This is an optimization exercise on Yosys and OpenROAD, whose aim is small area, a short achievable clock period and few clock cycles per item, not a production implementation.
At most, simulation tests tie the RTL to the original design; equivalence was not proved.
Power and IR drop assume default switching activity.

## v6
==> flow/design.v <==
module rsa_xcel_naive_RSAXcel
(
    input  logic clk,
    input  logic reset,
    input  logic [37:0]  xcel_reqstream_msg,    
    input  logic         xcel_reqstream_val,
    output logic         xcel_reqstream_rdy,
    output logic [32:0]  xcel_respstream_msg,   
    output logic         xcel_respstream_val,
    input  logic         xcel_respstream_rdy
);
    localparam K     = 4;            
    localparam NSLOT = 36;           
    localparam NCYC  = NSLOT / K;    
    localparam ST_IDLE = 2'd0;
    localparam ST_DBL  = 2'd1;       
    localparam ST_MM   = 2'd2;       
    localparam OP_SQ  = 2'd0;        
    localparam OP_MUL = 2'd1;        
    localparam OP_FIN = 2'd2;        
    logic [31:0]  b_r, e_r, n_r;     
    logic         busy;              
    logic         go_pend;           
    logic [1:0]   pend;              
    logic         t0, t1;            
    logic [1:0]   st;
    logic [1:0]   op;
    logic [3:0]   cyc;
    logic [6:0]   dcnt;
    logic [4:0]   idx;
    logic         inbit;             
    logic [32:0]  r;                 
    logic [31:0]  bt;                
    logic [34:0]  S;                 
    logic [34:1]  C;
    logic [K-1:0] dsq, dmul, dfin;   
    logic rdy_r, val_r;              
    assign xcel_reqstream_rdy = rdy_r;
    logic       acc, is_wr, deq, go_acc;
    logic [4:0] addr;
    assign acc    = xcel_reqstream_val & xcel_reqstream_rdy;
    assign is_wr  = xcel_reqstream_msg[37];
    assign addr   = xcel_reqstream_msg[36:32];
    assign go_acc = acc & is_wr & ( addr == 5'd0 );
    assign deq    = val_r & xcel_respstream_rdy;
    assign xcel_respstream_val = val_r;
    assign xcel_respstream_msg = { t0, r[31:0] & {32{~t0}} };
    logic [1:0] pend_nxt;
    logic       busy_nxt;
    assign pend_nxt = reset ? 2'd0 : pend + {1'b0, acc} - {1'b0, deq};
    always @( posedge clk ) begin
        pend  <= pend_nxt;
        busy  <= busy_nxt;
        val_r <= ( pend_nxt != 2'd0 );
        rdy_r <= ~busy_nxt & ( pend_nxt != 2'd2 );
        case ( {acc, deq} )
            2'b10: if ( pend == 2'd0 ) t0 <= is_wr; else t1 <= is_wr;
            2'b01: t0 <= t1;
            2'b11: if ( pend == 2'd1 ) t0 <= is_wr;
                   else begin t0 <= t1; t1 <= is_wr; end
            default: ;
        endcase
    end
    always @( posedge clk ) begin
        if ( acc & is_wr ) begin
            if ( addr == 5'd1 ) b_r <= xcel_reqstream_msg[31:0];
            if ( addr == 5'd2 ) e_r <= xcel_reqstream_msg[31:0];
            if ( addr == 5'd3 ) n_r <= xcel_reqstream_msg[31:0];
        end
    end
    logic rd_pend;
    assign rd_pend = ( ( pend != 2'd0 ) & ~t0 ) | ( ( pend == 2'd2 ) & ~t1 );
    logic start;
    assign start = go_pend & ~rd_pend & ( st == ST_IDLE );
    logic        dbl;
    logic        fast;
    logic [32:0] v;
    assign dbl  = start | ( st == ST_DBL );
    assign fast = n_r[31];
    assign v    = start ? {1'b0, b_r & {32{fast}}} : {bt, inbit};
    logic [34:0] add_x, add_y;
    logic [35:0] add_s;
    assign add_x = S | ( {2'b0, v} & {35{dbl}} );
    assign add_y = {C, 1'b0} | ( ~{3'b0, n_r} & {35{dbl}} );
    always @( * ) begin : bk
        logic [35:0] g, p, G, P;
        integer      d, i;
        g = {add_x & add_y, dbl};
        p = {add_x ^ add_y, 1'b0};
        G = g;
        P = p;
        for ( d = 1; d < 36; d = d * 2 )
            for ( i = 2 * d - 1; i < 36; i = i + 2 * d ) begin
                G[i] = G[i] | ( P[i] & G[i-d] );
                P[i] = P[i] & P[i-d];
            end
        for ( d = 8; d >= 1; d = d / 2 )
            for ( i = 3 * d - 1; i < 36; i = i + 2 * d ) begin
                G[i] = G[i] | ( P[i] & G[i-d] );
                P[i] = P[i] & P[i-d];
            end
        add_s = {G[35], p[35:1] ^ G[34:0]};
    end
    logic        ge;
    logic [31:0] red;                
    logic [32:0] sum;                
    assign ge  = add_s[35];
    assign red = ge ? add_s[31:0] : v[31:0];
    assign sum = add_s[32:0];
    logic [34:0] s_o, c_o;
    always @( * ) begin : csa
        logic [34:0] s, c, qn, s1, c1, s2, c2;
        logic [34:0] si [0:K];       
        logic [34:0] ci [0:K];
        logic [34:0] ab [0:K-1];
        logic        q [0:K];
        logic        x1;
        integer      j;
        for ( j = 0; j < K; j = j + 1 )
            ab[j] = {2'b0, ( r & {33{dsq[j]}} ) | ( {1'b0, bt} & {33{dmul[j]}} ) | {32'd0, dfin[j]}};
        si[0] = S;
        ci[0] = {C, 1'b0};
        q[0]  = S[0];
        q[1]  = S[1] ^ C[1] ^ ab[0][0] ^ ( q[0] & ~n_r[1] );
        for ( j = 0; j < K; j = j + 1 ) begin
            s  = si[j];
            c  = ci[j];
            if ( j + 2 <= K ) begin
                x1 = s[1] ^ c[1] ^ ( q[j] & n_r[1] );
                q[j+2] = ( s[2] ^ c[2] ^ ( q[j] & n_r[2] ) )
                       ^ ( ( s[1] & c[1] ) | ( ( s[1] | c[1] ) & q[j] & n_r[1] ) )
                       ^ ab[j][1]
                       ^ ( ( x1 & q[j] ) | ( ( x1 | q[j] ) & ab[j][0] ) )
                       ^ ( q[j+1] & ~n_r[1] )
                       ^ ab[j+1 < K ? j+1 : 0][0] & ( j + 1 < K );
            end
            qn = q[j] ? {3'b0, n_r} : 35'd0;
            s1 = s ^ c ^ qn;
            c1 = ( s & c ) | ( s & qn ) | ( c & qn );
            s1 = s1 >> 1;
            s2 = s1 ^ c1 ^ ab[j];
            c2 = ( s1 & c1 ) | ( s1 & ab[j] ) | ( c1 & ab[j] );
            si[j+1] = s2;
            ci[j+1] = {c2[33:0], 1'b0};
        end
        s = si[K];
        c = ci[K];
        s_o = s;
        c_o = c;
    end
    logic ebit;
    assign ebit = e_r[idx];
    logic cpa;                       
    assign cpa = ( st == ST_MM ) & ( cyc == NCYC[3:0] );
    logic lead;                      
    assign lead = ( st == ST_DBL ) & ( dcnt == 7'd66 );
    logic       nxt_done;
    logic [1:0] nxt_op;
    logic       nxt_dec;
    always @( * ) begin
        nxt_done = 1'b0;
        nxt_op   = op;
        nxt_dec  = 1'b0;
        if ( lead ) begin
            if ( ~ebit ) nxt_done = 1'b1;                
            else if ( idx == 5'd0 ) nxt_op = OP_FIN;
            else begin nxt_op = OP_SQ; nxt_dec = 1'b1; end
        end
        else case ( op )
            OP_SQ: begin
                if ( ebit ) nxt_op = OP_MUL;
                else if ( idx == 5'd0 ) nxt_op = OP_FIN;
                else nxt_dec = 1'b1;
            end
            OP_MUL: begin
                if ( idx == 5'd0 ) nxt_op = OP_FIN;
                else begin nxt_op = OP_SQ; nxt_dec = 1'b1; end
            end
            default: nxt_done = 1'b1;
        endcase
    end
    always @( * ) begin
        busy_nxt = busy;
        if ( go_acc ) busy_nxt = 1'b1;
        if ( lead & nxt_done ) busy_nxt = 1'b0;
        if ( ( st == ST_MM ) & ( op == OP_FIN ) & ( cyc == NCYC[3:0] - 4'd1 ) )
            busy_nxt = 1'b0;
        if ( reset ) busy_nxt = 1'b0;
    end
    always @( posedge clk ) begin
        if ( reset ) begin
            st      <= ST_IDLE;
            go_pend <= 1'b0;
        end
        else begin
            if ( go_acc ) go_pend <= 1'b1;
            if ( start ) begin
                go_pend <= 1'b0;
                st      <= ST_DBL;
            end
            if ( lead ) st <= nxt_done ? ST_IDLE : ST_MM;
            if ( cpa & nxt_done ) st <= ST_IDLE;
        end
    end
    logic [32:0]    r_nxt;           
    logic [NSLOT+K-1:0] r_ext;
    assign r_nxt = lead ? {1'b0, red} : sum;
    assign r_ext = {{(NSLOT+K-33){1'b0}}, r};
    always @( posedge clk ) begin
        S <= ( ( st == ST_MM ) & ~cpa ) ? s_o      : 35'd0;
        C <= ( ( st == ST_MM ) & ~cpa ) ? c_o[34:1] : 34'd0;
    end
    always @( posedge clk ) begin
        if ( start ) begin
            bt   <= red;
            dcnt <= fast ? 7'd32 : 7'd0;
            idx  <= 5'd31;
        end
        if ( st == ST_DBL ) begin
            bt   <= red;
            dcnt <= dcnt + 7'd1;
            if ( ~ebit & ( idx != 5'd0 ) ) idx <= idx - 5'd1;
        end
        if ( start )
            inbit <= ~fast & b_r[31];
        else
            inbit <= ~( dcnt[6] | dcnt[5] | ( dcnt[4:0] == 5'd31 ) ) & b_r[~( dcnt[4:0] + 5'd1 )];
        if ( lead | cpa ) begin
            cyc  <= 4'd0;
            op   <= nxt_op;
            if ( nxt_dec ) idx <= idx - 5'd1;
            r    <= nxt_done & lead ? 33'd1 : r_nxt;
            dsq  <= r_nxt[K-1:0] & {K{nxt_op == OP_SQ}};
            dmul <= r_nxt[K-1:0] & {K{nxt_op == OP_MUL}};
            dfin <= r_nxt[K-1:0] & {K{nxt_op == OP_FIN}};
        end
        else if ( st == ST_MM ) begin
            cyc  <= cyc + 4'd1;
            dsq  <= r_ext[(cyc+4'd1)*K +: K] & {K{op == OP_SQ}};
            dmul <= r_ext[(cyc+4'd1)*K +: K] & {K{op == OP_MUL}};
            dfin <= r_ext[(cyc+4'd1)*K +: K] & {K{op == OP_FIN}};
        end
    end
endmodule
clock: 15.0 ns
lec_check: 0
cap_margin: 20
core_margin: 2
core_utilization: 40
gpl_routability_driven: 0
gpl_timing_driven: 0
place_density: 0.6
slew_margin: 20
standard.sh (not shown) runs the stock make flow with config.mk's settings and CLKGATE_MAP_FILE= SYNTH_SCRIPT=/design/flow/synth_recipe.tcl, a recipe that flattens the netlist after the stock synthesis.
==> flow/flow/run.sh <==
#!/bin/bash
# Standard ORFS layout, with timing repair aiming below the clock period.
set -euo pipefail
bash standard.sh SETUP_SLACK_MARGIN=10.2 GPL_TIMING_DRIVEN=1 finish > standard_flow.log 2>&1
No stage failed in v6, and the final checks on the layout all came back clean.
Testbench counts of v6, summed over its fixed seeds: cycles 70,518, items 192.
Setup changes, v6 to v7
--- a/flow/design.v
+++ b/flow/design.v
@@ -28,8 +28,9 @@
     logic [3:0]   cyc;
     logic [6:0]   dcnt;
     logic [4:0]   idx;
     logic         inbit;             
+    logic         q0r;               
     logic [32:0]  r;                 
     logic [31:0]  bt;                
     logic [34:0]  S;                 
     logic [34:1]  C;
@@ -107,8 +108,9 @@
     assign ge  = add_s[35];
     assign red = ge ? add_s[31:0] : v[31:0];
     assign sum = add_s[32:0];
     logic [34:0] s_o, c_o;
+    logic        q_o;
     always @( * ) begin : csa
         logic [34:0] s, c, qn, s1, c1, s2, c2;
         logic [34:0] si [0:K];       
         logic [34:0] ci [0:K];
@@ -119,9 +121,9 @@
         for ( j = 0; j < K; j = j + 1 )
             ab[j] = {2'b0, ( r & {33{dsq[j]}} ) | ( {1'b0, bt} & {33{dmul[j]}} ) | {32'd0, dfin[j]}};
         si[0] = S;
         ci[0] = {C, 1'b0};
-        q[0]  = S[0];
+        q[0]  = q0r;
         q[1]  = S[1] ^ C[1] ^ ab[0][0] ^ ( q[0] & ~n_r[1] );
         for ( j = 0; j < K; j = j + 1 ) begin
             s  = si[j];
             c  = ci[j];
@@ -144,8 +146,9 @@
             ci[j+1] = {c2[33:0], 1'b0};
         end
         s = si[K];
         c = ci[K];
+        q_o = q[K];
         s_o = s;
         c_o = c;
     end
     logic ebit;
@@ -208,8 +211,9 @@
     assign r_ext = {{(NSLOT+K-33){1'b0}}, r};
     always @( posedge clk ) begin
         S <= ( ( st == ST_MM ) & ~cpa ) ? s_o      : 35'd0;
         C <= ( ( st == ST_MM ) & ~cpa ) ? c_o[34:1] : 34'd0;
+        q0r <= ( st == ST_MM ) & ~cpa & q_o;
     end
     always @( posedge clk ) begin
         if ( start ) begin
             bt   <= red;
Findings:
- The final layout from v7, which completed every stage, passed the timing, design-rule and antenna checks at the end of the flow.
- For worst vdd rail ir drop, dividing the value from v7 by the value from v6 gives 1.06.
- When v7 is measured against v6, its summed area of non-filler cells in the final layout turns out 4.8% higher.
- For die area, v7 and v6 come out practically identical.
- Per the comparison of v7 with v6, latest clock arrival within the worst-skew pair comparable, number of global-route vias before repair now larger, worst reg-to-reg path cell count now smaller.
- Delta (v7 minus v6): total power has remained practically unchanged; non-clock buffer instance count of the final layout rose 44%.
- Taking v6 as the reference, in v7 internal power consumption decreased 0.017 mW; number of setup buffers added after CTS shows an increase of 21; clock network power share now smaller; clock distribution area overhead in the final layout lower; proportion of final cell area spent on non-clock buffers +2.6 points.
- v6 ended up with sky130_fd_sc_hd__fa_2 as its critical path's slowest cell; v7 ended up with sky130_fd_sc_hd__clkdlybuf4s50_1.
- Delay of the slowest cell on the worst path on v7 is down relative to v6.
The RTL of v7 was laid out without a check of its function.

[port drivers added, routing unchanged]
How much do the figures lean on ideal ports? The routed layouts below were timed once more, with nothing changed but the port constraints. Step 1: set_driving_cell puts a clkbuf_16 on clk and a buf_2 on each other input, an assumption about the parent block. Step 2 adds t to the input delays and takes it off the output delays; t is the mean of the earliest and latest rising clock arrival at the registers after step 1. Input paths then give back, and output paths get back, about the clock's delay inside the block. Slacks: no drivers / after step 1 / after step 2; pairs: no drivers / after step 1.
run | shift t [ns] | setup WS [ns] | worst hold slack (ns) | worst register clock-pin slew, ns | cell pins on the clock port's net
v6 | 0.591 | 10.065 / 10.065 / 9.740 | 0.526 / 0.526 / 0.526 | 0.07 / 0.07 | 1
v7 | 0.603 | 9.900 / 9.845 / 9.798 | 0.499 / 0.499 / 0.499 | 0.07 / 0.07 | 1
After both steps every run listed still meets setup and hold. For v6, which loses most, drivers alone change the setup slack by 0.000 ns; drivers and shift together by -0.325 ns.
